Source: an optimization exercise on an open RTL-to-GDS flow (aim: small area and a short achievable clock period). Production flows keep margins and buffers that such runs may drop.
RTL that was checked went through simulation tests only; none was proved equivalent to the original.
Function not checked in runs 1, 2 and 5: the RTL went through the layout flow alone.
No activity file was given, so power comes from the tool's default toggle rates.

**design.v**
```verilog
package FPU_pkg;
    parameter F_LENGHT=16;
    parameter F_SIGN=1;
    parameter F_MANT=7;
    parameter F_EXP= 8;
    parameter F_EXP_BIAS=(2 ** (F_EXP-1))-1;
    parameter EXP_MAX= (2**F_EXP)-1;
    parameter INF_E_F			=	15'b111111110000000;  
	parameter SNAN_E_F			=	15'b111111110111111;  
	parameter QNAN_E_F			=	15'b111111111000000;  
	parameter ZERO_E_F			=	15'b000000000000000;  
endpackage 
import FPU_pkg::*;
module lampFPU_FMA( clk,rst,
sign_op1_i,mant_op1_i,exp_op1_i,isZ_op1_i,isInf_op1_i, isSNAN_op1_i, isQNAN_op1_i,
sign_op2_i,mant_op2_i,exp_op2_i,isZ_op2_i,isInf_op2_i, isSNAN_op2_i, isQNAN_op2_i,
sign_op3_i,mant_op3_i,exp_op3_i,isInf_op3_i, isSNAN_op3_i, isQNAN_op3_i,
doFMU_i,is_mult_sub_i,is_add_sub_i,  
res_sign_o,res_mant_o, res_exp_o,
is_Overflow_o,is_Underflow_o,is_to_round_o,valid_o
);
input clk,rst;
input [F_SIGN-1:0]          sign_op1_i;
input [(F_MANT-1)+1:0]      mant_op1_i;  
input [(F_EXP-1)+1:0]       exp_op1_i;
input                       isZ_op1_i;
input						isInf_op1_i;
input						isSNAN_op1_i;
input						isQNAN_op1_i;
input [F_SIGN-1:0]          sign_op2_i;
input [(F_MANT-1)+1:0]      mant_op2_i;  
input [(F_EXP-1)+1:0]       exp_op2_i;
input                       isZ_op2_i;
input						isInf_op2_i;
input						isSNAN_op2_i;
input						isQNAN_op2_i;
input [F_SIGN-1:0]          sign_op3_i;
input [(F_MANT-1)+1:0]      mant_op3_i;  
input [(F_EXP+1)-1:0]       exp_op3_i;
input						isInf_op3_i;
input						isSNAN_op3_i;
input						isQNAN_op3_i;
input                       doFMU_i;
input                       is_mult_sub_i;
input                       is_add_sub_i;
output logic [F_SIGN-1:0]          res_sign_o;
output logic [5+(F_MANT-1):0]      res_mant_o;  
output logic [F_EXP-1:0]           res_exp_o;
output logic                       is_Overflow_o;
output logic                       is_Underflow_o;
output logic                       is_to_round_o;
output logic                       valid_o;
	function automatic logic[3:0] FUNC_calcInfNanRes (
				input isMultSub_i, input isOpSub_i,
				input isZero_op1_i, isInf_op1_i,  input isSNan_op1_i, input isQNan_op1_i,
				input isZero_op2_i, isInf_op2_i,  input isSNan_op2_i, input isQNan_op2_i,
				input sign_mult_i,input sign_op3_i,
				input isInf_op3_i, input isSNan_op3_i, input isQNan_op3_i
			);
		logic realMult_sign,realOp3_sign;
		logic isNan_op1;
		logic isNan_op2;
		logic isNan_op3;
		logic isValidRes, isInfRes, isNanRes, signRes;
		isNan_op1 = isSNan_op1_i || isQNan_op1_i;
		isNan_op2 = isSNan_op2_i || isQNan_op2_i;
		isNan_op3 = isSNan_op3_i || isQNan_op3_i;
		isNanRes = 0; isInfRes = 0; signRes = 0;
		realMult_sign   = sign_mult_i ^ isMultSub_i;
		realOp3_sign 	= sign_op3_i ^ isOpSub_i;
		isValidRes 		= (isZero_op1_i|| isZero_op2_i ||isInf_op1_i || isInf_op2_i ||isInf_op3_i|| isNan_op1 || isNan_op2||isNan_op3) ? 1 : 0;
		if (isNan_op1)
		begin  
			isInfRes = 0; isNanRes = 1; signRes = sign_mult_i;
		end
		else if (isNan_op2)
		begin
			isInfRes = 0; isNanRes = 1; signRes = sign_mult_i;
		end
		else if (isNan_op3)
		begin
			isInfRes = 0; isNanRes = 1; signRes = sign_op3_i;
		end
		else  
		begin
			case({isZero_op1_i,isZero_op2_i,isInf_op1_i,isInf_op2_i,realMult_sign,realOp3_sign,isInf_op3_i})
			     7'b00_00_00_0:begin isNanRes = 0; isInfRes = 0; signRes = 0;   end
			     7'b00_00_00_1:begin isNanRes = 0; isInfRes = 1; signRes = 0;   end
			     7'b00_00_01_0:begin isNanRes = 0; isInfRes = 0; signRes = 0;   end
			     7'b00_00_01_1:begin isNanRes = 0; isInfRes = 1; signRes = 1;   end
			     7'b00_00_10_0:begin isNanRes = 0; isInfRes = 0; signRes = 0;   end
			     7'b00_00_10_1:begin isNanRes = 0; isInfRes = 1; signRes = 1;   end
			     7'b00_00_11_0:begin isNanRes = 0; isInfRes = 0; signRes = 0;   end
			     7'b00_00_11_1:begin isNanRes = 0; isInfRes = 1; signRes = 0;   end
			     7'b00_01_00_0:begin isNanRes = 0; isInfRes = 1; signRes = 0;   end
			     7'b00_01_00_1:begin isNanRes = 0; isInfRes = 1; signRes = 0;   end
			     7'b00_01_01_0:begin isNanRes = 0; isInfRes = 1; signRes = 0;   end
			     7'b00_01_01_1:begin isNanRes = 1; isInfRes = 0; signRes = 1;   end
			     7'b00_01_10_0:begin isNanRes = 0; isInfRes = 1; signRes = 1;   end
			     7'b00_01_10_1:begin isNanRes = 1; isInfRes = 0; signRes = 1;   end
			     7'b00_01_11_0:begin isNanRes = 0; isInfRes = 1; signRes = 1;   end
			     7'b00_01_11_1:begin isNanRes = 0; isInfRes = 1; signRes = 1;   end
			     7'b00_10_00_0:begin isNanRes = 0; isInfRes = 1; signRes = 0;   end
			     7'b00_10_00_1:begin isNanRes = 0; isInfRes = 1; signRes = 0;   end
			     7'b00_10_01_0:begin isNanRes = 0; isInfRes = 1; signRes = 0;   end
			     7'b00_10_01_1:begin isNanRes = 1; isInfRes = 0; signRes = 1;   end
				 7'b00_10_10_0:begin isNanRes = 0; isInfRes = 1; signRes = 1;   end
			     7'b00_10_10_1:begin isNanRes = 1; isInfRes = 0; signRes = 1;   end
			     7'b00_10_11_0:begin isNanRes = 0; isInfRes = 1; signRes = 1;   end
			     7'b00_10_11_1:begin isNanRes = 0; isInfRes = 1; signRes = 1;   end
			     7'b00_11_00_0:begin isNanRes = 0; isInfRes = 1; signRes = 0;   end
			     7'b00_11_00_1:begin isNanRes = 0; isInfRes = 1; signRes = 0;   end
			     7'b00_11_01_0:begin isNanRes = 0; isInfRes = 1; signRes = 0;   end			     
			     7'b00_11_01_1:begin isNanRes = 1; isInfRes = 0; signRes = 1;   end
			     7'b00_11_10_0:begin isNanRes = 0; isInfRes = 1; signRes = 1;   end
			     7'b00_11_10_1:begin isNanRes = 1; isInfRes = 0; signRes = 1;   end
			     7'b00_11_11_0:begin isNanRes = 0; isInfRes = 1; signRes = 1;   end
			     7'b00_11_11_1:begin isNanRes = 0; isInfRes = 1; signRes = 1;   end
			     7'b01_00_00_0:begin isNanRes = 0; isInfRes = 0; signRes = 0;   end
			     7'b01_00_00_1:begin isNanRes = 0; isInfRes = 1; signRes = 0;   end
			     7'b01_00_01_0:begin isNanRes = 0; isInfRes = 0; signRes = 1;   end
			     7'b01_00_01_1:begin isNanRes = 0; isInfRes = 1; signRes = 1;   end
			     7'b01_00_10_0:begin isNanRes = 0; isInfRes = 0; signRes = 0;   end
			     7'b01_00_10_1:begin isNanRes = 0; isInfRes = 1; signRes = 0;   end
			     7'b01_00_11_0:begin isNanRes = 0; isInfRes = 0; signRes = 1;   end
			     7'b01_00_11_1:begin isNanRes = 0; isInfRes = 1; signRes = 1;   end
			     7'b01_01_00_0:begin isNanRes = 1; isInfRes = 0; signRes = 0;   end
			     7'b01_01_00_1:begin isNanRes = 1; isInfRes = 0; signRes = 0;   end
			     7'b01_01_01_0:begin isNanRes = 1; isInfRes = 0; signRes = 1;   end
			     7'b01_01_01_1:begin isNanRes = 0; isInfRes = 0; signRes = 1;   end
			     7'b01_01_10_0:begin isNanRes = 1; isInfRes = 0; signRes = 1;   end
			     7'b01_01_10_1:begin isNanRes = 1; isInfRes = 0; signRes = 0;   end
			     7'b01_01_11_1:begin isNanRes = 1; isInfRes = 0; signRes = 1;   end
			     7'b01_10_00_0:begin isNanRes = 1; isInfRes = 0; signRes = 0;   end
			     7'b01_10_00_1:begin isNanRes = 1; isInfRes = 0; signRes = 0;   end
			     7'b01_10_01_0:begin isNanRes = 1; isInfRes = 0; signRes = 1;   end
			     7'b01_10_01_1:begin isNanRes = 1; isInfRes = 0; signRes = 1;   end
			     7'b01_10_10_0:begin isNanRes = 1; isInfRes = 0; signRes = 1;   end
			     7'b01_10_10_1:begin isNanRes = 1; isInfRes = 0; signRes = 1;   end
			     7'b01_10_11_0:begin isNanRes = 1; isInfRes = 0; signRes = 1;   end
			     7'b01_10_11_1:begin isNanRes = 1; isInfRes = 0; signRes = 1;   end
			     7'b01_11_00_0:begin isNanRes = 1; isInfRes = 0; signRes = 0;   end
			     7'b01_11_00_1:begin isNanRes = 1; isInfRes = 0; signRes = 0;   end
			     7'b01_11_01_0:begin isNanRes = 1; isInfRes = 0; signRes = 1;   end
			     7'b01_11_01_1:begin isNanRes = 1; isInfRes = 0; signRes = 1;   end
			     7'b01_11_10_0:begin isNanRes = 1; isInfRes = 0; signRes = 1;   end
			     7'b01_11_10_1:begin isNanRes = 1; isInfRes = 0; signRes = 1;   end
			     7'b01_11_11_1:begin isNanRes = 1; isInfRes = 0; signRes = 1;   end
			     7'b10_00_00_0:begin isNanRes = 0; isInfRes = 0; signRes = 0;   end
			     7'b10_00_00_1:begin isNanRes = 0; isInfRes = 1; signRes = 0;   end
			     7'b10_00_01_0:begin isNanRes = 0; isInfRes = 0; signRes = 1;   end
			     7'b10_00_01_1:begin isNanRes = 0; isInfRes = 1; signRes = 1;   end
			     7'b10_00_10_0:begin isNanRes = 0; isInfRes = 0; signRes = 0;   end
			     7'b10_00_10_1:begin isNanRes = 0; isInfRes = 1; signRes = 0;   end
			     7'b10_00_11_0:begin isNanRes = 0; isInfRes = 0; signRes = 1;   end
			     7'b10_00_11_1:begin isNanRes = 0; isInfRes = 1; signRes = 1;   end
			     7'b10_01_00_0:begin isNanRes = 1; isInfRes = 0; signRes = 0;   end
			     7'b10_01_00_1:begin isNanRes = 1; isInfRes = 0; signRes = 0;   end
			     7'b10_01_01_0:begin isNanRes = 1; isInfRes = 0; signRes = 1;   end
			     7'b10_01_01_1:begin isNanRes = 1; isInfRes = 0; signRes = 1;   end
			     7'b10_01_10_0:begin isNanRes = 1; isInfRes = 0; signRes = 1;   end
			     7'b10_01_10_1:begin isNanRes = 1; isInfRes = 0; signRes = 1;   end
			     7'b10_01_11_0:begin isNanRes = 1; isInfRes = 0; signRes = 1;   end
			     7'b10_01_11_1:begin isNanRes = 1; isInfRes = 0; signRes = 1;   end
			     7'b10_10_00_0:begin isNanRes = 1; isInfRes = 0; signRes = 0;   end
			     7'b10_10_00_1:begin isNanRes = 1; isInfRes = 0; signRes = 0;   end
			     7'b10_10_01_0:begin isNanRes = 1; isInfRes = 0; signRes = 1;   end
			     7'b10_10_01_1:begin isNanRes = 1; isInfRes = 0; signRes = 1;   end
			     7'b10_10_10_0:begin isNanRes = 1; isInfRes = 0; signRes = 1;   end
			     7'b10_10_10_1:begin isNanRes = 1; isInfRes = 0; signRes = 1;   end
			     7'b10_10_11_0:begin isNanRes = 1; isInfRes = 0; signRes = 1;   end
			     7'b10_10_11_1:begin isNanRes = 1; isInfRes = 0; signRes = 1;   end
			     7'b10_11_00_0:begin isNanRes = 1; isInfRes = 0; signRes = 0;   end
			     7'b10_11_00_1:begin isNanRes = 1; isInfRes = 0; signRes = 0;   end
			     7'b10_11_01_0:begin isNanRes = 1; isInfRes = 0; signRes = 1;   end
			     7'b10_11_01_1:begin isNanRes = 1; isInfRes = 0; signRes = 1;   end
			     7'b10_11_10_0:begin isNanRes = 1; isInfRes = 0; signRes = 1;   end
			     7'b10_11_10_1:begin isNanRes = 1; isInfRes = 0; signRes = 1;   end
			     7'b10_11_11_0:begin isNanRes = 1; isInfRes = 0; signRes = 1;   end
			     7'b10_11_11_1:begin isNanRes = 1; isInfRes = 0; signRes = 1;   end
			     7'b11_00_00_0:begin isNanRes = 0; isInfRes = 0; signRes = 0;   end
			     7'b11_00_00_1:begin isNanRes = 0; isInfRes = 1; signRes = 0;   end
			     7'b11_00_01_0:begin isNanRes = 0; isInfRes = 0; signRes = 1;   end
			     7'b11_00_01_1:begin isNanRes = 0; isInfRes = 1; signRes = 1;   end
			     7'b11_00_10_0:begin isNanRes = 0; isInfRes = 0; signRes = 0;   end
			     7'b11_00_10_1:begin isNanRes = 0; isInfRes = 1; signRes = 0;   end
			     7'b11_00_11_0:begin isNanRes = 0; isInfRes = 0; signRes = 1;   end
			     7'b11_00_11_1:begin isNanRes = 0; isInfRes = 1; signRes = 1;   end
			     7'b11_01_00_0:begin isNanRes = 1; isInfRes = 0; signRes = 0;   end
			     7'b11_01_00_1:begin isNanRes = 1; isInfRes = 0; signRes = 0;   end
			     7'b11_01_01_0:begin isNanRes = 1; isInfRes = 0; signRes = 1;   end
			     7'b11_01_01_1:begin isNanRes = 1; isInfRes = 0; signRes = 1;   end
			     7'b11_01_10_0:begin isNanRes = 1; isInfRes = 0; signRes = 1;   end
			     7'b11_01_10_1:begin isNanRes = 1; isInfRes = 0; signRes = 1;   end
			     7'b11_01_11_0:begin isNanRes = 1; isInfRes = 0; signRes = 1;   end
			     7'b11_01_11_1:begin isNanRes = 1; isInfRes = 0; signRes = 1;   end
			     7'b11_10_00_0:begin isNanRes = 1; isInfRes = 0; signRes = 0;   end
			     7'b11_10_00_1:begin isNanRes = 1; isInfRes = 0; signRes = 0;   end
			     7'b11_10_01_0:begin isNanRes = 1; isInfRes = 0; signRes = 1;   end
			     7'b11_10_01_1:begin isNanRes = 1; isInfRes = 0; signRes = 1;   end
			     7'b11_10_10_0:begin isNanRes = 1; isInfRes = 0; signRes = 1;   end
			     7'b11_10_10_1:begin isNanRes = 1; isInfRes = 0; signRes = 1;   end
			     7'b11_10_11_1:begin isNanRes = 1; isInfRes = 0; signRes = 1;   end
			     7'b11_11_00_0:begin isNanRes = 1; isInfRes = 0; signRes = 0;   end
			     7'b11_11_00_1:begin isNanRes = 1; isInfRes = 0; signRes = 0;   end
			     7'b11_11_01_0:begin isNanRes = 1; isInfRes = 0; signRes = 1;   end
			     7'b11_11_01_1:begin isNanRes = 1; isInfRes = 0; signRes = 1;   end
			     7'b11_11_10_0:begin isNanRes = 1; isInfRes = 0; signRes = 1;   end
			     7'b11_11_10_1:begin isNanRes = 1; isInfRes = 0; signRes = 1;   end
			     7'b11_11_11_0:begin isNanRes = 1; isInfRes = 0; signRes = 1;   end
			     7'b11_11_11_1:begin isNanRes = 1; isInfRes = 0; signRes = 1;   end
			endcase
		end
		FUNC_calcInfNanRes = {isValidRes, isInfRes, isNanRes, signRes};
	endfunction    
logic [15:0] prod;
logic [8:0]  exp_prod;
logic [10:0] align;              
logic        op3_only;           
logic        mult_sign, do_sub;
logic [23:0] op3_al;
logic [47:0] op3_sh;
logic [8:0]  exp_pre;
logic [8:0]  exp9_prod, exp9_op3;
logic        chk_valid, chk_inf, chk_nan, chk_sign, chk_spec;
logic [15:0] prod_r;             
logic [23:0] op3_r;              
logic        sub_r;              
logic        exp_gt_r;           
logic        exp_eq_r;           
logic [8:0]  exp9_r;             
logic        sign_gt_r, sign_le_r;   
logic        force_ff_r, nan_r, ovf_r, noround_r, valid_r;
always_comb begin
    mult_sign = sign_op1_i ^ sign_op2_i;
    prod      = mant_op1_i * mant_op2_i;
    exp_prod  = exp_op1_i + exp_op2_i - 9'd127;
    align     = {2'b0, exp_prod} - {2'b0, exp_op3_i} + 11'd9;
    op3_only  = align[10];
    do_sub    = sign_op1_i ^ sign_op2_i ^ sign_op3_i ^ is_mult_sub_i ^ is_add_sub_i;
    op3_sh    = {{24{do_sub}}, mant_op3_i ^ {8{do_sub}}, {16{do_sub}}} >> align[4:0];
    if (op3_only)
        op3_al = {9'b0, mant_op3_i, 7'b0};
    else if (align > 11'd23)
        op3_al = {24{do_sub}};
    else
        op3_al = op3_sh[23:0];
    exp_pre   = op3_only ? exp_op3_i : exp_prod;
    exp9_prod = {1'b0, exp_prod[7:0]} + 9'd9;
    exp9_op3  = {1'b0, exp_op3_i[7:0]} + 9'd9;
    {chk_valid, chk_inf, chk_nan, chk_sign} = FUNC_calcInfNanRes(
        is_mult_sub_i, is_add_sub_i,
        isZ_op1_i, isInf_op1_i, isSNAN_op1_i, isQNAN_op1_i,
        isZ_op2_i, isInf_op2_i, isSNAN_op2_i, isQNAN_op2_i,
        mult_sign, sign_op3_i,
        isInf_op3_i, isSNAN_op3_i, isQNAN_op3_i);
    chk_spec  = chk_inf | chk_nan;
end
always_ff @(posedge clk) begin
    if (rst) begin
        prod_r     <= '0;
        op3_r      <= '0;
        sub_r      <= 1'b0;
        exp_gt_r   <= 1'b0;
        exp_eq_r   <= 1'b0;
        exp9_r     <= '0;
        sign_gt_r  <= 1'b0;
        sign_le_r  <= 1'b0;
        force_ff_r <= 1'b0;
        nan_r      <= 1'b0;
        ovf_r      <= 1'b0;
        noround_r  <= 1'b0;
        valid_r    <= 1'b0;
    end else begin
        prod_r     <= op3_only ? 16'b0 : prod;
        op3_r      <= op3_al;
        sub_r      <= do_sub & ~op3_only;
        exp_gt_r   <= ~align[10] & (align > 11'd9);
        exp_eq_r   <= align == 11'd9;
        exp9_r     <= (op3_only ? exp9_op3 : exp9_prod) ^ 9'd9;
        sign_gt_r  <= chk_spec ? chk_sign : (mult_sign ^ is_mult_sub_i);
        sign_le_r  <= chk_spec ? chk_sign : (sign_op3_i ^ is_add_sub_i);
        force_ff_r <= chk_spec | exp_pre[8];
        nan_r      <= chk_nan & ~chk_inf;
        ovf_r      <= ~chk_spec & exp_pre[8];
        noround_r  <= chk_spec | chk_valid;
        valid_r    <= doFMU_i;
    end
end
logic        mult_gt;
logic [24:0] add_a, add_b, add_p, add_g, grp_g, grp_p, carry, sum;
logic [31:0] n0, n1, n2, n3, n4, n5;
logic [4:0]  lz;
logic        sum_zero;
logic [8:0]  exp9;
logic [7:0]  exp_z;
logic [9:0]  exp_adj;            
logic [7:0]  exp_hi, exp_hi_m1;   
logic [2:0]  exp_lo;             
logic        unf;
logic [11:0] mant_n;
logic [7:0]  exp_n;
always_comb begin
    mult_gt = exp_gt_r | (exp_eq_r & (prod_r[14:7] > (op3_r[14:7] ^ {8{sub_r}})));
    add_a = {9'b0, prod_r};
    add_b = {sub_r, op3_r};
    add_p = add_a ^ add_b;
    add_g = add_a & add_b;
    grp_g = add_g;
    grp_p = add_p;
    for (int l = 0; l < 5; l++)
        for (int i = 0; i < 25; i++)
            if ((i >> l) & 1) begin
                grp_g[i] = grp_g[i] | (grp_p[i] & grp_g[((i >> l) << l) - 1]);
                grp_p[i] = grp_p[i] & grp_p[((i >> l) << l) - 1];
            end
    carry[0] = sub_r & mult_gt;
    for (int i = 1; i < 25; i++)
        carry[i] = grp_g[i-1] | (sub_r & mult_gt & grp_p[i-1]);
    sum = add_p ^ carry ^ {sub_r & mult_gt, {24{sub_r & ~mult_gt}}};
    n0 = {sum[23:0], 8'b0};
    lz[4] = ~|n0[31:16]; n1 = lz[4] ? {n0[15:0], 16'b0} : n0;
    lz[3] = ~|n1[31:24]; n2 = lz[3] ? {n1[23:0], 8'b0}  : n1;
    lz[2] = ~|n2[31:28]; n3 = lz[2] ? {n2[27:0], 4'b0}  : n2;
    lz[1] = ~|n3[31:30]; n4 = lz[1] ? {n3[29:0], 2'b0}  : n3;
    lz[0] = ~n4[31];     n5 = lz[0] ? {n4[30:0], 1'b0}  : n4;
    sum_zero = ~|sum[23:0];
    exp9     = exp9_r ^ 9'd9;
    exp_z    = exp9[7:0] - 8'd9;
    exp_hi    = {1'b0, exp9[8:2]} - {5'b0, lz[4:2]};
    exp_hi_m1 = exp_hi - 8'd1;
    exp_lo    = {1'b0, exp9[1:0]} - {1'b0, lz[1:0]};
    exp_adj   = {exp_lo[2] ? exp_hi_m1 : exp_hi, exp_lo[1:0]};
    unf      = ~sum_zero & exp_adj[9];
    mant_n   = {sum[24] & (lz == 5'd0), n5[31:22], |n5[21:17]};
    exp_n    = sum_zero ? exp_z : (unf ? 8'b0 : exp_adj[7:0]);
end
always_ff @(posedge clk) begin
    if (rst) begin
        res_sign_o     <= 1'b0;
        res_mant_o     <= '0;
        res_exp_o      <= '0;
        is_Overflow_o  <= 1'b0;
        is_Underflow_o <= 1'b0;
        is_to_round_o  <= 1'b0;
        valid_o        <= 1'b0;
    end else begin
        res_sign_o     <= mult_gt ? sign_gt_r : sign_le_r;
        res_mant_o     <= force_ff_r ? {nan_r, 11'b0} : mant_n;
        res_exp_o      <= force_ff_r ? 8'hff : exp_n;
        is_Overflow_o  <= ovf_r;
        is_Underflow_o <= ~force_ff_r & unf;
        is_to_round_o  <= ~noround_r;
        valid_o        <= valid_r;
    end
end
endmodule
```
**flow/run.sh**
```bash
#!/bin/bash
# Standard layout, except that the port buffers are buf_1 cells instead of
# the delay-cell buffers buffer_ports picks by default. Every port still gets a buffer.
set -euo pipefail
bash standard.sh BUFFER_PORTS_ARGS="-buffer_cell sky130_fd_sc_hd__buf_1" finish > standard_make.log 2>&1
```
**standard.sh**
```bash
#!/bin/bash
# synth_recipe.tcl (not shown) runs the flow's synth.tcl, then flattens the netlist and writes it again
# the make line also repeats each setting of config.mk as NAME=value (left out here)
make -C /OpenROAD-flow-scripts/flow DESIGN_CONFIG=/design/flow/config.mk WORK_HOME=/design/flow/orfs CLKGATE_MAP_FILE= SYNTH_SCRIPT=/design/flow/synth_recipe.tcl "${@:-finish}"
```
**config.mk**
```make
export PLATFORM = sky130hd
export DESIGN_NAME = lampFPU_FMA
export DESIGN_NICKNAME = lampFPU_FMA
export VERILOG_FILES = /design/flow/design.v
export SDC_FILE = /design/flow/constraint.sdc
export NUM_CORES = 4
export LEC_CHECK = 0
export ABC_AREA = 1
export CAP_MARGIN = 20
export CORE_MARGIN = 2
export CORE_UTILIZATION = 40
export CTS_BUF_LIST = sky130_fd_sc_hd__clkbuf_8
export SETUP_SLACK_MARGIN = 4
export SLEW_MARGIN = 20
export TNS_END_PERCENT = 10
```
**constraint.sdc**
```tcl
create_clock -name core_clock -period 10.0 [get_ports {clk}]
set_input_delay 2.0000 -clock core_clock [delete_from_list [all_inputs] [get_ports {clk}]]
set_output_delay 2.0000 -clock core_clock [all_outputs]
set_load 0.01 [all_outputs]
```
==> results.ini, run 1 <==
[status]
status = complete, no violations

[synthesis]
synthCells = 1640
ys.flop_type = dfxtp_1
synthMuxAreaShare_pct = 0.691
synth_async_sr_flop_share_pct = 0
synthSimpleGateAreaFrac_pct = 31.9
synth_fp_nets = 1848
syn_area_per_cell_um2 = 6.29
yosysSeqAreaShare_pct = 16.3
synth_adder_area_share_pct = 19.7
synthesis.area_um2 = 10300
ys.warnings.count = 1
synth-xor-area-share_pct = 5.18
synth_seq_cells = 84
synth_top_family_by_area = simple AND/OR/NAND/NOR gates
ys_types = 51
synth-compound-area-share_pct = 12.8
synth-edff-count = 0

[clock_tree]
cts.sinks = 84
cts_tree = yes
clkLatencyLatePin_ns = 0.37
cts_htree_levels = 3
cts_buffer_depth = 2
clk_pin_slew_ns = 0.08
numCtsBuffers = 9
postCtsHoldBufs = 0
root_buffer = clkbuf_8

[floorplan]
core_um2 = 25300
fp.dieH_um = 165
dieArea_um2 = 27100
start_util_pct = 40.9
rows = 58
die_w_um = 165
io_pins = 95

[sta]
fin_setup_tns_ns = 0
rsz0062_at_grt = yes
setup_viol = 0
fin_ws_ns = 4.18
whs_ns = 0.387
finalHoldViolCount = 0
drv_slew = 0
relSlewSlack_pct = 39.2
period_share_pct = 58.2
worst-slew-pin-transition_ns = 0.910
max_freq_ghz = 0.172
finalClockSkew_ns = 0.0225
min_period_ns = 5.82

[placement]
pre_cts_slack_ns = 2.98
gp_congestion = 0.949
dp_hpwl_um = 20800
place_area_um2 = 10900
io_buffers = 94
placed_cells = 2014

[routing]
drc = 0
drtIter0Drc = 614
drt-wirelength-per-cell_um = 12.9
firstDrtPassIters = 5
wl_um = 26900
ant_nets = 0
via_per_inst = 4.94
vias = 10300

[cells_and_area]
design_area_um2 = 12200
post-route-util_pct = 48.4
drive_gt1_share_pct = 15.4
nNetsFinal = 1962
area_delta_synth_final_pct = 18.3
antenna_cells = 0
instances_no_fill = 2089

[global_routing]
antenna_found_initial = 0
grt_pass1_wl_um = 43400
grtUsageTotal_pct = 19.4
grt_overflow_total = 0
grt_max_degree = 30
grt_pass1_vias = 9172

[critical_path]
cp.required_ns = 10.28
start_kind = input pin
end_kind = flip-flop
cp_max_fo = 8
cp_data_arrival_time_ns = 6.10
cp_top_family = adder cells
cp_num_buf_inv = 8
max_stage_delay_ns = 0.53
crit_type = in -> reg
cp_common_cell = inv_2
cpMaxStageDelayCell = fa_1

[worst_hold_path]
min_path_type = reg -> reg

[pwr]
p_leak_nw = 6.42
p_total_mw = 3.78
powerDensity_nw_per_um2 = 310
ir_drop_uv = 251

[run]
cap_violations = 0

[cell families after synthesis]
group / count (synthesis)
simple gates: 762
buf+inv: 354
compound gates: 234
fa+ha+maj: 138
flops: 84
xor+xnor: 61
mux: 7
[placed cells by master, fill, tap and decap left out, types with 12 or more instances in the layout]
cell      count
nand2_2      47
dfxtp_1      83
inv_2        23
inv_1       267
nand2_1     407
nand4_1      28
nor2_1      119
nor3_1       14
buf_1        82
buf_4        51
nand3_1      76
ha_1         89
a21oi_1      61
xnor2_1      22
o21ai_1      21
xor2_1       34
o21ai_0      79
o21bai_1     12
nor2_2       18
fa_1         37
[metal layers]
| layer | vias up | wire, um | share of wire, % | GRT usage [%] |
|---|---|---|---|---|
| li1 | 5407 | - | - | - |
| met1 | 4679 | 13000 | 48 | 27.7 |
| met2 | 200 | 12600 | 47 | 31.8 |
| met3 | 33 | 961 | 3.6 | 2.24 |
| met4 | 0 | 373 | 1.4 | 3.75 |
| met5 | - | 0 | 0 | 0 |
[state kept, by name, summed over array words and instances (netlist names), 8 cells and up]
register / flops
op3_r: 24
res_exp_o: 8
prod_r: 16
exp9_r: 9
res_mant_o: 12
[worst paths after layout]
| kind | startpoint | endpoint | slack (ns) | cells past startpoint |
|---|---|---|---|---|
| min reg2reg | noround_r | is_to_round_o | 0.39 | 1 |
| max | mant_op2_i[2] | prod_r[15] | 4.18 | 28 |
| max reg2reg | sub_r | res_exp_o[2] | 4.24 | 40 |
| min | noround_r | is_to_round_o | 0.39 | 1 |
[power by group]
part | total (mW) | switching, mW | internal (mW)
Combinational | 3.03 | 1.88 | 1.14
Clock | 0.269 | 0.129 | 0.140
Sequential | 0.484 | 0.0611 | 0.423
[synth_stat cells (6+ instances only)]
master / n / area share (%)
o21bai_1: 12 / 0.87
inv_2: 15 / 0.55
dfxtp_1: 84 / 16
nor2_2: 7 / 0.42
nand2_1: 447 / 16
ha_1: 97 / 12
nor3_1: 15 / 0.73
buf_6: 6 / 0.65
o21ai_1: 6 / 0.29
or2_2: 12 / 0.73
nand4_1: 28 / 1.7
o22ai_1: 8 / 0.48
inv_1: 284 / 10
nand2_2: 15 / 0.91
o31ai_1: 8 / 0.58
a21oi_1: 68 / 3.3
mux2i_1: 6 / 0.58
o21ai_0: 101 / 4.9
clkbuf_1: 37 / 1.3
xor2_1: 35 / 3.0
nand3_1: 82 / 4.0
nor2_1: 131 / 4.8
o211ai_1: 10 / 0.73
fa_1: 41 / 8.0
xnor2_1: 26 / 2.2
[layout make-up]
type	count	area, um2
Tap cell	330	413
Timing Repair inverter	2	12.5
Multi-Input combinational cell	1207	7810
Timing Repair Buffer	150	921
Inverter	300	1160
Sequential cell	84	1690
Clock inverter	7	92.6
Clock buffer	9	124
Fill cell	2614	13000
[timing repair]
action | CTS | global route
pin swaps | 6 | 58
gates cloned | 7 | 3
endpoints found under the setup margin | 52 | 52
gates resized for setup | 35 | 174
buffers inserted | 12 | 37
==> run 2, diff against run 1 <==
--- a/design.v
+++ b/design.v
@@ -295,8 +295,6 @@
 logic [8:0]  exp9;
 logic [7:0]  exp_z;
 logic [9:0]  exp_adj;            
-logic [7:0]  exp_hi, exp_hi_m1;   
-logic [2:0]  exp_lo;             
 logic        unf;
 logic [11:0] mant_n;
 logic [7:0]  exp_n;
@@ -327,10 +325,7 @@
     sum_zero = ~|sum[23:0];
     exp9     = exp9_r ^ 9'd9;
     exp_z    = exp9[7:0] - 8'd9;
-    exp_hi    = {1'b0, exp9[8:2]} - {5'b0, lz[4:2]};
-    exp_hi_m1 = exp_hi - 8'd1;
-    exp_lo    = {1'b0, exp9[1:0]} - {1'b0, lz[1:0]};
-    exp_adj   = {exp_lo[2] ? exp_hi_m1 : exp_hi, exp_lo[1:0]};
+    exp_adj  = {1'b0, exp9} - {5'b0, lz};
     unf      = ~sum_zero & exp_adj[9];
     mant_n   = {sum[24] & (lz == 5'd0), n5[31:22], |n5[21:17]};
     exp_n    = sum_zero ? exp_z : (unf ? 8'b0 : exp_adj[7:0]);
==> run 2 against run 1 <==
Net effect: highest routed layer unchanged; design area up 2.4%; area after synthesis rose by 0.24%; critical path type unchanged; hold slack improved by 0.0015 ns; critical endpoint is now op3_r[19]; largest cell class unchanged.
==> results.ini, run 2 <==
[global_routing]
use_met1_pct = 26.2  ; -1.5 points
grt_pass1_wl_um = 41300  ; -4.7%
grt_max_degree = 33  ; +10%
antenna_found_initial = 0  ; unchanged
gr-usage-met2_pct = 29.9  ; -1.8 points
use_met3_pct = 1.86  ; -0.38 points
gr-max-usage-layer = met2
grtUsageTotal_pct = 18.5  ; -0.94 points
grt_pass1_vias = 8869  ; -3.3%
grt_overflow_total = 0  ; unchanged

[routing]
vias = 10400  ; +0.35%
drt-wirelength-per-cell_um = 12.6  ; -2.0%
wl_um = 26700  ; -0.82%
ant_nets = 0  ; unchanged
drc = 0  ; unchanged
drtIter0Drc = 611  ; -0.49%
via_per_inst = 4.90  ; -0.84%
firstDrtPassIters = 6  ; +1

[worst_hold_path]
min_path_type = reg -> reg
min_path_cells = 1  ; unchanged

[synthesis]
ys.flop_type = dfxtp_1
synthMuxAreaShare_pct = 0.580  ; -0.11 points
synthTopCellsByCount = 451 x nand2_1, 299 x inv_1, 126 x nor2_1
ys_types = 54  ; +5.9%
synth_fp_nets = 1849  ; +0.054%
synth_top_family_by_area = simple AND/OR/NAND/NOR gates
synthSimpleGateAreaFrac_pct = 32.6  ; +0.76 points
synth_area_leaders = nand2_1 16%, dfxtp_1 16%, ha_1 12%
synth-compound-area-share_pct = 12.2  ; -0.59 points
synth_seq_cells = 84  ; unchanged
synthesis.area_um2 = 10300  ; +0.24%
yosysMostFrequentCell = nand2_1
synth_async_sr_flop_share_pct = 0  ; unchanged
ys.warnings.count = 1  ; unchanged
synthCells = 1642  ; +0.12%
synth.largest_area_cell = nand2_1
syn_area_per_cell_um2 = 6.30  ; +0.12%
synth-xor-area-share_pct = 4.99  ; -0.18 points
synth_adder_area_share_pct = 19.5  ; -0.24 points
yosysSeqAreaShare_pct = 16.2  ; -0.039 points
synth-edff-count = 0  ; unchanged
synth_top_area_share_pct = 16.4  ; +0.069 points

[sta]
fin_setup_tns_ns = 0  ; unchanged
drv_slew = 0  ; unchanged
whs_ns = 0.389  ; +0.00145 ns
min_period_ns = 5.83  ; +0.00718 ns
period_share_pct = 58.3  ; +0.072 points
fin_ws_ns = 4.17  ; -0.00718 ns
relSlewSlack_pct = 41.5  ; +2.3 points
finalHoldViolCount = 0  ; unchanged
max_freq_ghz = 0.172  ; -0.12%
rsz0062_at_grt = yes
worst-slew-pin-transition_ns = 0.876  ; -0.0338 ns
setup_viol = 0  ; unchanged
finalClockSkew_ns = 0.00683  ; -0.0157 ns

[clock_tree]
clk_pin_slew_ns = 0.08  ; about the same
clkLatencyLatePin_ns = 0.37  ; about the same
cts.sinks = 84  ; unchanged
numCtsBuffers = 9  ; unchanged
cts_htree_levels = 3  ; unchanged
cts_tree = yes
root_buffer = clkbuf_8
postCtsHoldBufs = 0  ; unchanged
cts_buffer_depth = 2  ; unchanged

[floorplan]
start_util_pct = 40.9  ; about the same
core_um2 = 25300  ; +0.29%
fp.dieH_um = 165  ; +0.12%
rows = 58  ; unchanged
dieArea_um2 = 27200  ; +0.24%
die_w_um = 165  ; +0.12%
io_pins = 95  ; unchanged

[placement]
placed_cells = 2019  ; +0.25%
dp_hpwl_um = 20100  ; -3.1%
pre_cts_slack_ns = 3.01  ; +0.0349 ns
io_buffers = 94  ; unchanged
gp_congestion = 0.893  ; -5.9%

[cells_and_area]
drive_gt1_share_pct = 16.0  ; +0.62 points
final_common_cell = nand2_1
largest_registers = op3_r: 24 flops, prod_r: 16 flops, res_mant_o: 12 flops
mostFrequentLayoutCells = 417 x nand2_1, 294 x inv_1, 116 x nor2_1, 87 x ha_1, 85 x nand3_1
largest_register_ffs = 24  ; unchanged
nNetsFinal = 1987  ; +1.3%
instances_no_fill = 2114  ; +1.2%
antenna_cells = 0  ; unchanged
top_register = op3_r
area_delta_synth_final_pct = 20.9
post-route-util_pct = 49.4  ; +1.0 points

[critical_path]
rr_worst_depth = 42  ; +5.0%
crit_type = in -> reg
end_kind = flip-flop
cp_max_fo = 8  ; unchanged
cp_data_arrival_time_ns = 6.11  ; about the same
start_kind = input pin
cp.required_ns = 10.27  ; about the same

[pwr]
powerDensity_nw_per_um2 = 303  ; -2.1%
ir_drop_uv = 179  ; -28%
p_leak_nw = 6.66  ; +3.8%

[status]
status = complete, no violations

[run]
cap_violations = 0  ; unchanged

run 2: worst max-delay path, cell delays in order:
cell	delay, ns
buf_1	0.07
ha_1	0.27
ha_1	0.16
inv_1	0.06
fa_2	0.36
nand3b_1	0.18
and2_1	0.18
xor2_1	0.12
inv_1	0.06
ha_1	0.33
inv_1	0.08
o21ai_0	0.17
a21o_1	0.21
xor2_2	0.22
nor2_2	0.08
or2_2	0.31
a21oi_2	0.15
nand3_2	0.13
a211oi_2	0.19
buf_6	0.16
nor2_2	0.06
bufinv_8	0.25
o21ai_0	0.09
o21ai_1	0.15
inv_1	0.05
run 2: area by class of cell:
cell class	count	area (um2)
timing repair buffer	169	1060
clock inverter	5	85.1
multi-input combinational	1200	7890
tap	330	413
inverter	315	1230
sequential	84	1690
clock buffer	10	138
timing repair inverter	1	5.00
fill	2560	12800
run 2: routing by layer:
metal | routed length [um] | share of wire, %
met2 | 12400 | 46
met3 | 838 | 3.1
met4 | 581 | 2.2
met1 | 12900 | 48
met5 | 0 | 0
run 2: path summary, 6_finish.rpt:
check / start / endpoint / slack (ns)
hold / removal: noround_r / is_to_round_o / 0.39
hold reg to reg: noround_r / is_to_round_o / 0.39
setup reg to reg: sub_r / res_exp_o[1] / 4.24
setup / recovery: exp_op1_i[1] / op3_r[19] / 4.17
run 2: cell families (layout without fill, tap and decap cells):
kind of cell	count (synthesis)	after routing
adders and majority gates	137	137
muxes	6	6
DFF	84	84
xor gates and xnor gates	59	59
and+or+nand+nor	765	773
buffers and inverters	366	500
AOI/OAI and AO/OA	225	225
run 2: repair_timing:
| action | CTS | global route |
|---|---|---|
| pin swaps | 3 | 70 |
| buffers inserted | 7 | 62 |
| endpoints found under the setup margin | 47 | 55 |
| gates resized for setup | 16 | 183 |
| hold endpoints to repair | 0 | 0 |
| cloned | 1 | 10 |
run 2: power breakdown:
part	switching (mW)	total (mW)	internal (mW)
Sequential	0.0637	0.489	0.425
Clock	0.126	0.273	0.147
Combinational	1.84	3.03	1.19
Total	2.03	3.79	1.76
run 2: per-stage QoR:
stage,area (um2),total power [mW]
3_5_place_dp,10900,2.83
4_1_cts,11300,3.17
3_3_place_gp,10900,2.82
6_report,12500,3.79
5_1_grt,12500,4.18
2_1_floorplan,10400,2.41
==> run 3, diff against run 2 <==
--- a/design.v
+++ b/design.v
@@ -219,7 +219,6 @@
 logic        op3_only;           
 logic        mult_sign, do_sub;
 logic [23:0] op3_al;
-logic [47:0] op3_sh;
 logic [8:0]  exp_pre;
 logic [8:0]  exp9_prod, exp9_op3;
 logic        chk_valid, chk_inf, chk_nan, chk_sign, chk_spec;
@@ -237,14 +236,13 @@
     exp_prod  = exp_op1_i + exp_op2_i - 9'd127;
     align     = {2'b0, exp_prod} - {2'b0, exp_op3_i} + 11'd9;
     op3_only  = align[10];
-    do_sub    = sign_op1_i ^ sign_op2_i ^ sign_op3_i ^ is_mult_sub_i ^ is_add_sub_i;
-    op3_sh    = {{24{do_sub}}, mant_op3_i ^ {8{do_sub}}, {16{do_sub}}} >> align[4:0];
     if (op3_only)
         op3_al = {9'b0, mant_op3_i, 7'b0};
     else if (align > 11'd23)
-        op3_al = {24{do_sub}};
+        op3_al = '0;
     else
-        op3_al = op3_sh[23:0];
+        op3_al = {mant_op3_i, 16'b0} >> align[4:0];
+    do_sub    = sign_op1_i ^ sign_op2_i ^ sign_op3_i ^ is_mult_sub_i ^ is_add_sub_i;
     exp_pre   = op3_only ? exp_op3_i : exp_prod;
     exp9_prod = {1'b0, exp_prod[7:0]} + 9'd9;
     exp9_op3  = {1'b0, exp_op3_i[7:0]} + 9'd9;
@@ -273,7 +271,7 @@
         valid_r    <= 1'b0;
     end else begin
         prod_r     <= op3_only ? 16'b0 : prod;
-        op3_r      <= op3_al;
+        op3_r      <= op3_al ^ {24{do_sub & ~op3_only}};
         sub_r      <= do_sub & ~op3_only;
         exp_gt_r   <= ~align[10] & (align > 11'd9);
         exp_eq_r   <= align == 11'd9;
==> flow/run.sh (replaced) <==
#!/bin/bash
# Standard layout, except that the port buffers are buf_1 cells instead of
# the delay-cell buffers buffer_ports picks by default (every port still gets
# a buffer), and that after global routing non-critical gates are downsized
# (ORFS's power recovery step).
set -euo pipefail
bash standard.sh BUFFER_PORTS_ARGS="-buffer_cell sky130_fd_sc_hd__buf_1" RECOVER_POWER=100 finish > standard_make.log 2>&1
==> run 3 against run 2 <==
Net effect: combinational power shrank 19%; die area shrank 2.4%; area after synthesis fell by 2.5%; clock power is 12% lower; critical path depth rose by 15; critical path type is now reg -> reg; critical endpoint is now res_exp_o[2]; largest cell class unchanged.
==> results.ini, run 3 <==
[critical_path]
cp_data_arrival_time_ns = 7.52  ; +1.41 ns
cp_common_cell = nand2_1
cp-startpoint = sub_r
end_kind = flip-flop
max_stage_delay_ns = 0.48  ; +0.12 ns
crit_type = reg -> reg
cp_max_fo = 18  ; +10
timing.rr.end = res_exp_o[2]
crit_end = res_exp_o[2]
cp.required_ns = 10.27  ; about the same
reg2reg_slack_ns = 2.75  ; -1.49 ns
cpMaxStageDelayCell = nor2_1
rr_worst_depth = 40  ; -4.8%
critical_path.reg2reg.startpoint = sub_r
start_kind = flip-flop

[global_routing]
antenna_found_initial = 0  ; unchanged
grt_max_degree = 34  ; +3.0%
grt_pass1_wl_um = 41800  ; +1.3%
grtUsageTotal_pct = 18.8  ; +0.37 points
grt_overflow_total = 0  ; unchanged
grt_pass1_vias = 9133  ; +3.0%

[pwr]
p_leak_nw = 6.18  ; -7.2%
p_switching_mw = 1.73  ; -15%
p_clk_share_pct = 7.5  ; +0.3 points
powerDensity_nw_per_um2 = 274  ; -9.5%
p_total_mw = 3.17  ; -17%
power_frac_seq_pct = 15.0  ; +2.1 points
intPower_mw = 1.44  ; -18%
switching_share_pct = 54.6  ; +1.0 points
p_comb_share_pct = 77.4  ; -2.5 points
ir_drop_uv = 128  ; -29%

[worst_hold_path]
hp-start = noround_r
min_path_type = reg -> reg

[placement]
dp_hpwl_um = 19500  ; -2.9%
io_buffers = 94  ; unchanged
gp_congestion = 0.905  ; +1.4%
pre_cts_slack_ns = 2.81  ; -0.198 ns

[floorplan]
die_w_um = 163  ; -1.2%
io_pins = 95  ; unchanged
start_util_pct = 40.4  ; -0.43 points
fp.dieH_um = 163  ; -1.2%
rows = 58  ; unchanged
core_um2 = 25000  ; -1.4%
dieArea_um2 = 26500  ; -2.4%

[synthesis]
synthTopCellsByCount = 458 x nand2_1, 300 x inv_1, 136 x nor2_1
syn_area_per_cell_um2 = 6.19  ; -1.7%
yosysSeqAreaShare_pct = 16.7  ; +0.41 points
synth_fp_nets = 1837  ; -0.65%
synth_async_sr_flop_share_pct = 0  ; unchanged
synthesis.area_um2 = 10100  ; -2.5%
yosysMostFrequentCell = nand2_1
synth_area_leaders = nand2_1 17%, dfxtp_1 17%, ha_1 12%
synth.largest_area_cell = nand2_1
ys.flop_type = dfxtp_1
synth_top_area_share_pct = 17.0  ; +0.67 points
synthCells = 1630  ; -0.73%
synth-edff-count = 0  ; unchanged
ys_types = 49  ; -9.3%
synth_seq_cells = 84  ; unchanged
ys.warnings.count = 1  ; unchanged

[clock_tree]
root_buffer = clkbuf_8
numCtsBuffers = 9  ; unchanged
clkLatencyLatePin_ns = 0.37  ; about the same
clk_pin_slew_ns = 0.08  ; about the same
postCtsHoldBufs = 0  ; unchanged
cts_buffer_depth = 2  ; unchanged
cts_tree = yes
cts.sinks = 84  ; unchanged
cts_htree_levels = 3  ; unchanged

[routing]
drtIter0Drc = 508  ; -17%
drt-wirelength-per-cell_um = 12.2  ; -3.6%
ant_nets = 0  ; unchanged
firstDrtPassIters = 5  ; -1
drc = 0  ; unchanged
wl_um = 25100  ; -5.9%
vias = 10000  ; -3.2%
via_per_inst = 4.86  ; -0.81%

[cells_and_area]
top_register = op3_r
mostFrequentLayoutCells = 437 x nand2_1, 295 x inv_1, 130 x nor2_1, 98 x o21ai_0, 91 x ha_1
post-route-util_pct = 46.2  ; -3.2 points
nNetsFinal = 1937  ; -2.5%
area_delta_synth_final_pct = 14.4
antenna_cells = 0  ; unchanged
final_common_cell = nand2_1
largest_registers = op3_r: 24 flops, prod_r: 16 flops, res_mant_o: 12 flops
drive_gt1_share_pct = 10.4  ; -5.7 points
largest_register_ffs = 24  ; unchanged

[sta]
period_share_pct = 72.5  ; +14 points
fin_ws_ns = 2.75  ; -1.42 ns
rsz0062_at_grt = yes
drv_slew = 0  ; unchanged
setup_viol = 0  ; unchanged
max_freq_ghz = 0.138  ; -20%
min_period_ns = 7.25  ; +1.42 ns
worst-slew-pin-transition_ns = 0.957  ; +0.0809 ns
finalHoldViolCount = 0  ; unchanged
fin_setup_tns_ns = 0  ; unchanged
finalClockSkew_ns = 0.00600  ; -0.000829 ns
whs_ns = 0.394  ; +0.00518 ns
relSlewSlack_pct = 36.2  ; -5.2 points

[status]
status = complete, no violations

[run]
cap_violations = 0  ; unchanged

[run 3: area by class of cell]
type | instances | area (um2)
repair buffers | 134 | 713
repair inverters | 1 | 7.51
clock inverters | 6 | 65.1
fillers | 2667 | 13400
clock buffers | 9 | 124
multi-input cells | 1189 | 7360
inverters | 311 | 1180
well taps | 330 | 413
flip-flops and latches | 84 | 1680
[run 3: power by group through the flow]
stage,combinational [mW],sequential [mW],clock [mW]
after floorplan,1.72,0.483,0
after global placement,2.10,0.484,0
after detailed placement,2.11,0.484,0
after CTS,2.22,0.477,0.247
after global routing,2.81,0.488,0.258
final,2.45,0.477,0.239
[run 3: stage by stage]
stage,instance area (um2),instances
after floorplan,10100,1630
after global placement,10700,2006
after detailed placement,10700,2006
after CTS,11100,2037
after global routing,11500,2064
final,11500,2064
[run 3: critical path, delay by kind of cell (launching register included)]
family                     cells  cell delay, ns
AOI/OAI and AO/OA              5            0.79
xor gates and xnor gates       1            0.13
adders and majority gates      2            0.64
buffers and inverters          7            1.15
DFF                            1            0.45
and+or+nand+nor               25            3.95
[run 3: how the worst min path moves through the flow]
| stage | endpoint | slack, ns | cells past startpoint |
|---|---|---|---|
| after floorplan | is_to_round_o | 0.36 | 1 |
| after global placement | is_to_round_o | 0.38 | 1 |
| after detailed placement | is_to_round_o | 0.38 | 1 |
| after CTS | is_to_round_o | 0.40 | 1 |
| after global routing | is_to_round_o | 0.41 | 1 |
| final | is_to_round_o | 0.39 | 1 |
[run 3: logic make-up (layout without fill, tap and decap cells)]
family	after synthesis	in the layout	share of synthesized area, %
AO/OA/AOI/OAI	213	213	11.5
XOR/XNOR	58	58	5.03
adder cells (fa/ha/maj)	137	137	20.0
buffers and inverters	362	461	13.9
flip-flops	84	84	16.7
multiplexers	2	2	0.198
AND/OR/NAND/NOR	774	779	32.8
[run 3: what timing repair did]
action	4_1_cts	5_1_grt
endpoints found under the setup margin	43	59
gates cloned	4	3
resized for setup	24	130
pin swaps	7	41
buffers inserted	12	24
[run 3: routing by layer]
metal / global-route usage (%) / share of wire [%] / vias to the layer above
met3: 2.06 / 3.7 / 32
met5: 0 / 0 / -
met1: 26.5 / 48 / 4533
li1: - / - / 5265
met4: 3.90 / 1.6 / 0
met2: 31.3 / 46 / 198
==> run 4, diff against run 3 <==
==> flow/run.sh (replaced) <==
#!/bin/bash
# Standard layout, except that the port buffers are buf_1 cells instead of
# the delay-cell buffers buffer_ports picks by default (every port still gets
# a buffer), and that after global routing non-critical gates are downsized
# while the setup margin is kept (flow/post_grt.tcl).
set -euo pipefail
bash standard.sh BUFFER_PORTS_ARGS="-buffer_cell sky130_fd_sc_hd__buf_1" POST_GLOBAL_ROUTE_TCL="$PWD/flow/post_grt.tcl" finish > standard_make.log 2>&1
==> flow/post_grt.tcl (new file) <==
# After ORFS's global-route timing repair: downsize gates off the critical
# paths while keeping the setup margin, then redo the incremental global route
# and the route guides for the detailed router.
global_route -start_incremental
repair_timing -recover_power 100 -setup_margin $::env(SETUP_SLACK_MARGIN) -verbose
global_route -end_incremental
estimate_parasitics -global_routing
report_wns
report_tns
write_guides $::env(RESULTS_DIR)/route.guide
==> run 4 against run 3 <==
Net effect: count of clock-buffer cells in the layout unchanged; synthesized cell count stayed put; first-iteration DRC count grew 6.3%; sequential cell count is the same; critical path type unchanged; largest cell class unchanged; largest power group unchanged.
==> results.ini, run 4 <==
[status]
status = complete, no violations

[floorplan]
rows = 58  ; unchanged
die_w_um = 163  ; unchanged
io_pins = 95  ; unchanged
start_util_pct = 40.4  ; unchanged
fp.dieH_um = 163  ; unchanged
dieArea_um2 = 26500  ; unchanged
core_um2 = 25000  ; unchanged

[cells_and_area]
top_register = op3_r
post-route-util_pct = 46.2  ; unchanged
area_delta_synth_final_pct = 14.4  ; unchanged
nFillCells = 2669  ; +0.075%
largest_registers = op3_r: 24 flops, prod_r: 16 flops, res_mant_o: 12 flops
drive_gt1_share_pct = 10.4  ; unchanged
mostFrequentLayoutCells = 436 x nand2_1, 295 x inv_1, 131 x nor2_1, 96 x o21ai_0, 91 x ha_1
seq_area_um2 = 1680  ; unchanged
multi_input_area_um2 = 7360  ; unchanged
antenna_cells = 0  ; unchanged
nNetsFinal = 1937  ; unchanged
final_common_cell = nand2_1
instances_no_fill = 2064  ; unchanged
largest_register_ffs = 24  ; unchanged

[synthesis]
synthCells = 1630  ; unchanged
synth_seq_cells = 84  ; unchanged
yosysSeqAreaShare_pct = 16.7  ; unchanged
ys.flop_type = dfxtp_1
synth_fp_nets = 1837  ; unchanged
yosysMostFrequentCell = nand2_1
synthesis.area_um2 = 10100  ; unchanged
ys.warnings.count = 1  ; unchanged
ys_types = 49  ; unchanged
synth_top_area_share_pct = 17.0  ; unchanged
synthTopCellsByCount = 458 x nand2_1, 300 x inv_1, 136 x nor2_1
synth_area_leaders = nand2_1 17%, dfxtp_1 17%, ha_1 12%
synth_async_sr_flop_share_pct = 0  ; unchanged
syn_area_per_cell_um2 = 6.19  ; unchanged
synth-edff-count = 0  ; unchanged
synth.largest_area_cell = nand2_1

[critical_path]
cp_common_cell = nand2_1
start_kind = flip-flop
cp_max_fo = 18  ; unchanged
cp_data_arrival_time_ns = 7.65  ; +0.13 ns
cpMaxStageDelayCell = nor2_1
end_kind = flip-flop
cp.required_ns = 10.27  ; about the same
max_stage_delay_ns = 0.50  ; +0.02 ns
reg2reg_slack_ns = 2.62  ; -0.13 ns
crit_type = reg -> reg

[clock_tree]
clkLatencyLatePin_ns = 0.37  ; about the same
ctsResizeCount = 24  ; unchanged
clk_pin_slew_ns = 0.08  ; about the same
cts.sinks = 84  ; unchanged
postCtsHoldBufs = 0  ; unchanged
cts_buffer_depth = 2  ; unchanged
numCtsBuffers = 9  ; unchanged
root_buffer = clkbuf_8
cts_tree = yes
cts_htree_levels = 3  ; unchanged
postCtsSetupRepairBufs = 12  ; unchanged

[routing]
drt-wirelength-per-cell_um = 12.2  ; +0.15%
drtIter0Drc = 540  ; +6.3%
wl_um = 25200  ; +0.15%
vias = 10100  ; +0.25%
ant_nets = 0  ; unchanged
firstDrtPassIters = 5  ; unchanged
via_per_inst = 4.87  ; +0.25%
drc = 0  ; unchanged

[sta]
relSlewSlack_pct = 36.7  ; +0.47 points
fin_ws_ns = 2.62  ; -0.130 ns
setup_viol = 0  ; unchanged
worst-slew-pin-transition_ns = 0.950  ; -0.00706 ns
finalClockSkew_ns = 0.00602  ; +0.0000155 ns
whs_ns = 0.394  ; -0.00000100 ns
drv_slew = 0  ; unchanged
min_period_ns = 7.38  ; +0.130 ns
fin_setup_tns_ns = 0  ; unchanged
period_share_pct = 73.8  ; +1.3 points
finalHoldViolCount = 0  ; unchanged
max_freq_ghz = 0.135  ; -1.8%

[placement]
io_buffers = 94  ; unchanged
pre_cts_slack_ns = 2.81  ; unchanged
dp_hpwl_um = 19500  ; unchanged
placed_cells = 2006  ; unchanged
gp_congestion = 0.905  ; unchanged

[global_routing]
grt_pass1_wl_um = 41800  ; unchanged
antenna_found_initial = 0  ; unchanged
grt_overflow_total = 0  ; unchanged
grt_pass1_vias = 9133  ; unchanged
grtUsageTotal_pct = 18.8  ; unchanged
grt_max_degree = 34  ; unchanged

[pwr]
p_leak_nw = 6.18  ; about the same
ir_drop_uv = 127  ; -0.19%
powerDensity_nw_per_um2 = 274  ; about the same

[run]
cap_violations = 0  ; unchanged

[worst_hold_path]
min_path_type = reg -> reg

==> run 4: through the flow <==
stage	instance area [um2]	total power [mW]
finish	11500	3.17
CTS	11100	2.94
detailed placement	10700	2.60
global placement	10700	2.58
floorplan	10100	2.20
==> run 4: critical path, delay by kind of cell, from the launching register on <==
kind	cells	cell delay (ns)
simple gates	27	4.51
xor+xnor	1	0.07
buf+inv	6	0.94
flops	1	0.45
fa+ha+maj	2	0.68
compound gates	4	0.62
==> run 4: final timing paths <==
check                               start  depth (start not counted)            end
worst max-delay path                sub_r                         40   res_exp_o[2]
worst min register to register  noround_r                          1  is_to_round_o
worst max register to register      sub_r                         40   res_exp_o[2]
worst min-delay path            noround_r                          1  is_to_round_o
==> run 4: metal layers <==
| layer | up-vias | part of all wire, % | global-route usage (%) |
|---|---|---|---|
| li1 | 5267 | - | - |
| met1 | 4551 | 48 | 26.5 |
| met2 | 206 | 46 | 31.3 |
| met3 | 29 | 3.7 | 2.06 |
| met4 | 0 | 1.5 | 3.90 |
| met5 | - | 0 | 0 |
==> run 4: cell families (layout without fill, tap and decap cells) <==
family / after synthesis / in the layout / synth area share (%)
AND/OR/NAND/NOR: 774 / 779 / 32.8
buffers and inverters: 362 / 461 / 13.9
AO/OA/AOI/OAI: 213 / 213 / 11.5
adder cells (fa/ha/maj): 137 / 137 / 20.0
flip-flops: 84 / 84 / 16.7
XOR/XNOR: 58 / 58 / 5.03
multiplexers: 2 / 2 / 0.198
==> run 4: cell type report <==
type	count	area share [%]
tap	330	3.58
multi-input combinational	1189	63.7
clock buffer	9	1.07
timing repair buffer	134	6.18
inverter	311	10.2
sequential	84	14.6
clock inverter	6	0.564
timing repair inverter	1	0.0650
==> run 4: power by group <==
group	leakage (nW)	internal, mW	switching, mW
logic	5.39	0.901	1.55
registers	0.693	0.423	0.0535
clock network	0.0955	0.114	0.124
==> run 5, diff against run 4 <==
--- a/design.v
+++ b/design.v
@@ -214,7 +214,9 @@
 		FUNC_calcInfNanRes = {isValidRes, isInfRes, isNanRes, signRes};
 	endfunction    
 logic [15:0] prod;
-logic [8:0]  exp_prod;
+logic [8:0]  exp_prod;           
+logic [10:0] ecs_s, ecs_c, exp_sum;
+logic [10:0] acs_s1, acs_c1, acs_s2, acs_c2, align_u;
 logic [10:0] align;              
 logic        op3_only;           
 logic        mult_sign, do_sub;
@@ -233,8 +235,16 @@
 always_comb begin
     mult_sign = sign_op1_i ^ sign_op2_i;
     prod      = mant_op1_i * mant_op2_i;
-    exp_prod  = exp_op1_i + exp_op2_i - 9'd127;
-    align     = {2'b0, exp_prod} - {2'b0, exp_op3_i} + 11'd9;
+    ecs_s     = {2'b0, exp_op1_i} ^ {2'b0, exp_op2_i} ^ 11'd385;
+    ecs_c     = {(({2'b0, exp_op1_i} & {2'b0, exp_op2_i}) | ({2'b0, exp_op1_i} & 11'd385) | ({2'b0, exp_op2_i} & 11'd385)), 1'b0};
+    exp_sum   = ecs_s + ecs_c;
+    exp_prod  = exp_sum[8:0];
+    acs_s1    = {2'b0, exp_op1_i} ^ {2'b0, exp_op2_i} ^ ~{2'b0, exp_op3_i};
+    acs_c1    = {(({2'b0, exp_op1_i} & {2'b0, exp_op2_i}) | ({2'b0, exp_op1_i} & ~{2'b0, exp_op3_i}) | ({2'b0, exp_op2_i} & ~{2'b0, exp_op3_i})), 1'b0};
+    acs_s2    = acs_s1 ^ acs_c1 ^ 11'd395;
+    acs_c2    = {((acs_s1 & acs_c1) | (acs_s1 & 11'd395) | (acs_c1 & 11'd395)), 1'b0};
+    align_u   = acs_s2 + acs_c2;
+    align     = {align_u[10:9] - exp_sum[10:9], align_u[8:0]};
     op3_only  = align[10];
     if (op3_only)
         op3_al = {9'b0, mant_op3_i, 7'b0};
==> flow/run.sh (replaced) <==
#!/bin/bash
# Standard layout, except that the port buffers are buf_1 cells instead of
# the delay-cell buffers buffer_ports picks by default. Every port still gets a buffer.
set -euo pipefail
bash standard.sh BUFFER_PORTS_ARGS="-buffer_cell sky130_fd_sc_hd__buf_1" finish > standard_make.log 2>&1
--- a/config.mk
+++ b/config.mk
@@ -9,7 +9,5 @@
 export CAP_MARGIN = 20
 export CORE_MARGIN = 2
 export CORE_UTILIZATION = 40
-export CTS_BUF_LIST = sky130_fd_sc_hd__clkbuf_8
 export SETUP_SLACK_MARGIN = 4
 export SLEW_MARGIN = 20
-export TNS_END_PERCENT = 10
removed: flow/post_grt.tcl
==> run 5 against run 4 <==
Net effect: sequential power increased by 3%; power is 22% higher; via count up 0.85%; first-iteration DRC count fell by 8.0%; critical path depth fell by 12; global-route usage fell by 0.12 points; non-clock buffer count up 28; largest cell class unchanged; highest routed layer unchanged.
==> results.ini, run 5 <==
[synthesis]
synth_fp_nets = 1848  ; +0.60%
synthTopCellsByCount = 411 x nand2_1, 298 x inv_1, 141 x nor2_1
ys.warnings.count = 1  ; unchanged
synth_area_leaders = dfxtp_1 16%, nand2_1 15%, ha_1 13%
synth_top_area_share_pct = 16.1  ; -0.88 points
synthCells = 1622  ; -0.49%
yosysMostFrequentCell = nand2_1
yosysSeqAreaShare_pct = 16.1  ; -0.51 points
synth.largest_area_cell = dfxtp_1
ys.flop_type = dfxtp_1
syn_area_per_cell_um2 = 6.42  ; +3.7%
ys_types = 53  ; +8.2%
synth_seq_cells = 84  ; unchanged
synth_async_sr_flop_share_pct = 0  ; unchanged
synth-edff-count = 0  ; unchanged
synthesis.area_um2 = 10400  ; +3.2%

[status]
status = complete, no violations

[routing]
drc = 0  ; unchanged
via_per_inst = 4.85  ; -0.46%
drtIter0Drc = 497  ; -8.0%
vias = 10100  ; +0.85%
firstDrtPassIters = 5  ; unchanged
ant_nets = 0  ; unchanged
drt-wirelength-per-cell_um = 12.2  ; -0.12%
wl_um = 25500  ; +1.2%

[floorplan]
dieArea_um2 = 27300  ; +3.1%
io_pins = 95  ; unchanged
rows = 59  ; +1.7%
die_w_um = 165  ; +1.5%
start_util_pct = 40.3  ; -0.13 points
core_um2 = 25800  ; +3.5%
fp.dieH_um = 165  ; +1.5%

[clock_tree]
clk_pin_slew_ns = 0.06  ; -0.02 ns
postCtsHoldBufs = 0  ; unchanged
cts_tree = yes
numCtsBuffers = 9  ; unchanged
cts_htree_levels = 3  ; unchanged
clkLatencyLatePin_ns = 0.34  ; -0.03 ns
root_buffer = clkbuf_16
cts.sinks = 84  ; unchanged
cts_buffer_depth = 2  ; unchanged

[sta]
fin_setup_tns_ns = 0  ; unchanged
max_freq_ghz = 0.164  ; +21%
relSlewSlack_pct = 47.7  ; +11 points
worst-slew-pin-transition_ns = 0.781  ; -0.169 ns
drv_slew = 0  ; unchanged
period_share_pct = 61.1  ; -13 points
min_period_ns = 6.11  ; -1.28 ns
rsz0062_at_grt = yes
finalHoldViolCount = 0  ; unchanged
setup_viol = 0  ; unchanged
finalClockSkew_ns = 0.00583  ; -0.000188 ns

[critical_path]
cp_max_fo = 6  ; -12
cp_common_cell = a21oi_2
cp_top_family = adder cells
max_stage_delay_ns = 0.45  ; -0.05 ns
start_kind = input pin
crit_type = in -> reg
cpMaxStageDelayCell = fa_2
cp.required_ns = 10.29  ; +0.02 ns
cp_num_buf_inv = 9  ; +3
end_kind = flip-flop
cp_data_arrival_time_ns = 6.40  ; -1.25 ns

[pwr]
intPower_mw = 1.80  ; +25%
powerDensity_nw_per_um2 = 304  ; +11%
ir_drop_uv = 173  ; +36%
p_comb_share_pct = 78.7  ; +1.3 points
p_switching_mw = 2.06  ; +19%
p_clk_share_pct = 8.6  ; +1.1 points
power_frac_seq_pct = 12.7  ; -2.4 points
p_total_mw = 3.86  ; +22%
p_leak_nw = 6.62  ; +7.1%
switching_share_pct = 53.4  ; -1.2 points

[global_routing]
grt_max_degree = 33  ; -2.9%
grt_pass1_wl_um = 42300  ; +1.1%
antenna_found_initial = 0  ; unchanged
grt_pass1_vias = 9335  ; +2.2%
grtUsageTotal_pct = 18.7  ; -0.12 points
grt_overflow_total = 0  ; unchanged

[cells_and_area]
largest_register_ffs = 24  ; unchanged
nNetsFinal = 1977  ; +2.1%
mostFrequentLayoutCells = 381 x nand2_1, 282 x inv_1, 124 x nor2_1, 100 x ha_1, 83 x dfxtp_1
antenna_cells = 0  ; unchanged
seq_area_um2 = 1690  ; +0.22%
top_register = op3_r
multi_input_area_um2 = 8000  ; +8.7%
largest_registers = op3_r: 24 flops, prod_r: 16 flops, res_mant_o: 12 flops
area_delta_synth_final_pct = 21.8
nFillCells = 2624  ; -1.7%
drive_gt1_share_pct = 17.7  ; +7.3 points
final_common_cell = nand2_1

[run]
cap_violations = 0  ; unchanged

[placement]
gp_congestion = 0.888  ; -1.9%
io_buffers = 94  ; unchanged
dp_hpwl_um = 19800  ; +1.3%

[worst_hold_path]
min_path_type = reg -> reg

==> run 5: final timing paths <==
kind / cells past startpoint / from / slack, ns / endpoint
min reg2reg: 1 / noround_r / 0.39 / is_to_round_o
max reg2reg: 42 / sub_r / 4.46 / res_exp_o[2]
min: 1 / noround_r / 0.39 / is_to_round_o
max: 28 / exp_op2_i[1] / 3.89 / op3_r[10]
==> run 5: timing repair <==
| action | in CTS | in global routing |
|---|---|---|
| buffers inserted | 27 | 38 |
| gates resized for setup | 41 | 204 |
| pin swaps | 19 | 76 |
| setup endpoints to repair | 43 | 58 |
| hold endpoints to repair | 0 | 0 |
| gates cloned | 5 | 4 |
==> run 5: layout make-up <==
type / instances / area share, %
timing repair inverter: 4 / 0.227
sequential: 84 / 13.3
tap: 335 / 3.30
clock inverter: 6 / 0.562
multi-input combinational: 1176 / 63.0
clock buffer: 10 / 1.81
inverter: 314 / 9.66
timing repair buffer: 162 / 8.11
==> run 5: cells by family after synthesis <==
| kind of cell | count (synthesis) | share of synthesized area [%] |
|---|---|---|
| AOI/OAI and AO/OA | 222 | 11.8 |
| xor gates and xnor gates | 55 | 4.63 |
| adders and majority gates | 156 | 22.3 |
| buffers and inverters | 367 | 13.7 |
| DFF | 84 | 16.1 |
| muxes | 3 | 0.288 |
| and+or+nand+nor | 735 | 31.2 |
==> run 5: per-stage QoR <==
step / util, % / setup WS (ns) / hold slack (ns) / instance area, um2 / std cells
5_1_grt: 49.1 / 3.69 / 0.414 / 12700 / 2091
6_report: 49.1 / 3.89 / 0.386 / 12700 / 2091
4_1_cts: 45.4 / 4.01 / 0.393 / 11700 / 2049
2_1_floorplan: - / 3.95 / 0.363 / 10500 / 1622
3_5_place_dp: 42.7 / 2.52 / 0.384 / 11000 / 2001
3_3_place_gp: 42.7 / 2.67 / 0.377 / 11000 / 2001
==> run 5: routing by layer <==
| layer | part of all wire [%] | global-route usage [%] | vias up |
|---|---|---|---|
| met5 | 0 | 0 | - |
| met4 | 1.1 | 3.76 | 0 |
| met3 | 4.0 | 2.12 | 24 |
| met2 | 47 | 31.6 | 191 |
| met1 | 48 | 26.0 | 4603 |
| li1 | - | - | 5320 |
==> run 5: power groups by stage <==
| stage | Clock (mW) | Combinational (mW) | Sequential (mW) |
|---|---|---|---|
| final | 0.332 | 3.04 | 0.491 |
| after global routing | 0.355 | 3.46 | 0.502 |
| after CTS | 0.341 | 2.64 | 0.490 |
| after detailed placement | 0 | 2.47 | 0.501 |
| after global placement | 0 | 2.45 | 0.500 |
| after floorplan | 0 | 2.06 | 0.488 |
==> run 5: worst reg2reg max path, delay by kind of cell (launching register included) <==
| kind | cells | cell delay, ns |
|---|---|---|
| AO/OA/AOI/OAI | 6 | 0.83 |
| XOR/XNOR | 1 | 0.14 |
| adder cells (fa/ha/maj) | 2 | 0.49 |
| buffers and inverters | 5 | 0.64 |
| flip-flops | 1 | 0.36 |
| AND/OR/NAND/NOR | 28 | 2.99 |

-- re-timing with driven ports --
The flow's constraints put no driver on any port. The routed layouts listed below were extracted and timed again, unchanged, in two steps.
Step 1, drivers: a clkbuf_16 drives clk and a buf_2 each remaining input, both assumed.
Step 2 adds t to the input delays and takes it off the output delays; t is the mean of the earliest and latest rising clock arrival at the registers after step 1. Input paths then give back, and output paths get back, about the clock's delay inside the block.
a / b / c = ideal / step 1 / step 2; a / b = the first two.
run	t (ns)	setup slack, ns	worst hold slack (ns)	worst setup path at the end
run 1	0.402	4.177 / 4.169 / 3.767	0.387 / 0.387 / 0.387	input to register
run 2	0.409	4.169 / 4.188 / 3.779	0.389 / 0.389 / 0.389	input to register
run 3	0.407	2.745 / 2.745 / 2.745	0.394 / 0.394 / 0.394	register to register
run 4	0.406	2.616 / 2.616 / 2.616	0.394 / 0.394 / 0.394	register to register
run 5	0.384	3.892 / 3.897 / 3.513	0.386 / 0.386 / 0.386	input to register
After both steps setup and hold are still met in every run listed. For run 1, which loses most, drivers alone change the setup slack by -0.008 ns; drivers and shift together by -0.410 ns.
